Context: an optimization exercise on an open-source flow, tuned for small area. The choices shown serve that exercise and are no tape-out recipe.
In this exercise RTL edits were held to simulation tests only and were not proved equivalent to the original.
Power and IR drop assume default switching activity.

## sierra
Design Datapath, start of the top module:
module Datapath(
    clock,
    reset,
    instr,
    pc,
    rf_we,
    rf_waddr,
    rf_wdata,
    dm_we,
    dm_addr,
    dm_wdata
);
    input reset, clock;
    input [31:0] instr;
    output [31:0] pc;
    output rf_we;
    output [4:0] rf_waddr;
    output [31:0] rf_wdata;
    output dm_we;
    output [4:0] dm_addr;
    output [31:0] dm_wdata;
    wire [6:0] op = instr[6:0];
    wire [4:0] rd = instr[11:7];
    wire [4:0] rs1 = instr[19:15];
    wire [4:0] rs2 = instr[24:20];
    wire [2:0] f3 = instr[14:12];
    wire [6:0] f7 = instr[31:25];
    wire is_r  = (op == 7'b0110011);
    wire is_ld = (op == 7'b0000011);
    wire is_st = (op == 7'b0100011);
    wire is_br = (op == 7'b1100011);
    reg [31:1] pcq;
    assign pc = {pcq, 1'b0};
    reg [31:0] rf [1:31];
    reg [31:0] dm [0:31];
    wire [31:1] sa, sb;
    genvar n;
    generate
        for (n = 1; n < 32; n = n + 1) begin : g_sel
            assign sa[n] = (rs1 == n);
            assign sb[n] = (rs2 == n);
        end
    endgenerate
    wire [31:0] a, b;
    generate
        for (n = 0; n < 32; n = n + 1) begin : g_rd
            wire [31:1] col;
            genvar m;
            for (m = 1; m < 32; m = m + 1) begin : g_c
                assign col[m] = rf[m][n];
            end
            OneHotMux31 mux_a(.sel(sa), .d(col), .o(a[n]));
            OneHotMux31 mux_b(.sel(sb), .d(col), .o(b[n]));
        end
    endgenerate
    wire f7z = (f7 == 7'b0000000);
    wire f7s = (f7 == 7'b0100000);
    wire op_as  = (f7z | f7s) & (f3 == 3'b000);
    wire op_and = f7z & (f3 == 3'b111);
    wire op_or  = f7z & (f3 == 3'b110);
    wire inv = instr[30] | ~instr[4];        
    wire [31:0] bb = b ^ {32{inv}};
    wire [31:0] p = a ^ bb;
    wire [31:0] g = a & bb;
    wire [32:0] s2 = {a, 1'b1} + {bb, inv};
    wire [31:0] sum = s2[32:1];
  ...
Size: about 4,600 cells after synthesis, roughly 2,000 flip-flops, roughly 140 I/O pins.
clock: 12.0 ns
lec_check: 0
cap_margin: 10
core_margin: 2
core_utilization: 50
slew_margin: 10
synth_hierarchical: 1
standard.sh (not shown) runs the stock make flow with config.mk's settings and CLKGATE_MAP_FILE= SYNTH_SCRIPT=/design/flow/synth_recipe.tcl, a recipe that flattens the netlist after the stock synthesis.
==> flow/flow/run.sh <==
#!/bin/bash
# Layout flow: the standard ORFS flow (standard synthesis unchanged),
# with a leaner clock tree (clkbuf_8 leaves over clusters of up to 16
# sinks, no dummy loads) and plain buf_1 port buffers.
# Each tool's output goes to a log in this folder.
set -euo pipefail
CTS="-sink_clustering_enable -repair_clock_nets -dont_use_dummy_load"
CTS="$CTS -sink_clustering_size 16 -sink_clustering_max_diameter 60"
CTS="$CTS -buf_list {sky130_fd_sc_hd__clkbuf_8}"
bash standard.sh "CTS_ARGS=$CTS" \
    "BUFFER_PORTS_ARGS=-buffer_cell sky130_fd_sc_hd__buf_1" \
    finish > standard_flow.log 2>&1
sierra ran in full, but the layout does not pass; the checks complain about setup timing.
What cedar does differently from sierra at the input level:
- swapping 10 for 20 in SLEW_MARGIN
- swapping 50 for 60 in CORE_UTILIZATION
- swapping 10 for 20 in CAP_MARGIN
==> flow/flow/run.sh <==
#!/bin/bash
# Layout flow: the standard ORFS flow (standard synthesis unchanged),
# with a leaner clock tree (clkbuf_8 leaves over clusters of up to 16
# sinks, no dummy loads) and plain buf_2 port buffers.
# Each tool's output goes to a log in this folder.
set -euo pipefail
CTS="-sink_clustering_enable -repair_clock_nets -dont_use_dummy_load"
CTS="$CTS -sink_clustering_size 16 -sink_clustering_max_diameter 60"
CTS="$CTS -buf_list {sky130_fd_sc_hd__clkbuf_8}"
bash standard.sh "CTS_ARGS=$CTS" \
    "BUFFER_PORTS_ARGS=-buffer_cell sky130_fd_sc_hd__buf_2" \
    finish > standard_flow.log 2>&1
Notes after the runs:
- In sierra the implementation ran to completion but is not tape-out ready, as the final checks report setup timing.
- cedar: flow completed, timing, DRC and antenna clean
- cedar vs. sierra: fraction of power consumed by the clock network now sits lower; total number of vias increased by 2.0% relative to the old numbers; final setup TNS now sits higher.
- Going from sierra to cedar, design area shrank slightly.
- A cell at the slowest stage of the critical path of sky130_fd_sc_hd__a222oi_1 is what cedar shows, while sky130_fd_sc_hd__nor3_1 belongs to sierra.
- Global routing usage on met2: cedar > sierra
- Changes observed in cedar relative to sierra: first-iteration DRC count now sits higher, number of nets in the layout now sits at about the same level, area of the die now sits lower, wire length now sits lower.
- cedar gives more worst setup slack than sierra did.
- Any difference in number of iterations in the first detailed-routing pass between sierra and cedar is small enough to ignore.
Relative to cedar, the following input files were edited for juniper:
- CORE_UTILIZATION changed from 60 to 40
[summary]
From cedar to juniper the numbers moved as follows: number of standard-cell rows in the floorplan went up 23%; total non-filler cell area in the finished layout went up about 1.6%. Final period demand of the worst path (higher): cedar. Of cedar and juniper, cedar shows the higher relative contribution of combinational cells to total power, with juniper below it. Between cedar and juniper, the clock-buffer cell count is higher for juniper. Final antenna diode count is higher on cedar. Share of synthesized cell area in and, or, nand and nor gates: juniper vs cedar identical. Looking at final design utilization, juniper sits 22 points below cedar. Taking cedar as the reference point, the number of global-route vias before repair of juniper falls by 1,198.
> inputs changed (juniper -> zinc)
- swapping 40 for 50 in CORE_UTILIZATION
[summary]
Post-layout worst setup margin, juniper and zinc: higher on juniper
From juniper to zinc the numbers moved as follows: area added between synthesis and finish shows a reduction of 0.76 points; number of stages on the worst hold path shows no meaningful change; final design instance area without fill shows a reduction of 610 sq um; y dimension of the die shows a reduction of about 10%.
Met2 track demand over resource in global routing: zinc higher than juniper
Diff juniper -> zinc: core outline area decreased about 20%; post-synthesis share of cell area spent on full adders, half adders and majority gates essentially unchanged.
Relative to juniper, sequential cell fraction of total power has gone down in zinc.

-- afterwards: timing with drivers on the ports --
In the flow no input, the clock included, has a driving cell. The finished layouts below were timed again as built, in two steps.
Step 1 (the two cells are an assumption about what drives the block):
set clk [get_ports {clock}]
set_driving_cell -lib_cell sky130_fd_sc_hd__clkbuf_16 $clk
set_driving_cell -lib_cell sky130_fd_sc_hd__buf_2 [delete_from_list [all_inputs] $clk]
Step 2 moves the port delays by t, midway between the first and last clock arrival at a register: inputs arrive t later, outputs are due t later. That takes back most of the time a late clock gives input paths.
Slacks: ideal ports / drivers / drivers and shift; pairs: ideal ports / drivers.
run | shift t [ns] | slack for setup (ns) | clock arrival spread, ns | worst data-port slew with drivers (ns) | cell pins on the clock port's net
sierra | 1.000 | -0.008 / -0.032 / -0.032 | 0.119 / 0.119 | 0.18 | 1
cedar | 0.952 | 0.521 / 0.490 / 0.490 | 0.088 / 0.088 | 0.19 | 1
juniper | 1.019 | 0.560 / 0.455 / 0.455 | 0.122 / 0.122 | 0.12 | 1
zinc | 1.004 | 0.474 / 0.440 / 0.440 | 0.134 / 0.133 | 0.16 | 1
For juniper, which loses most, drivers alone change the setup slack by -0.105 ns; drivers and shift together by -0.105 ns.
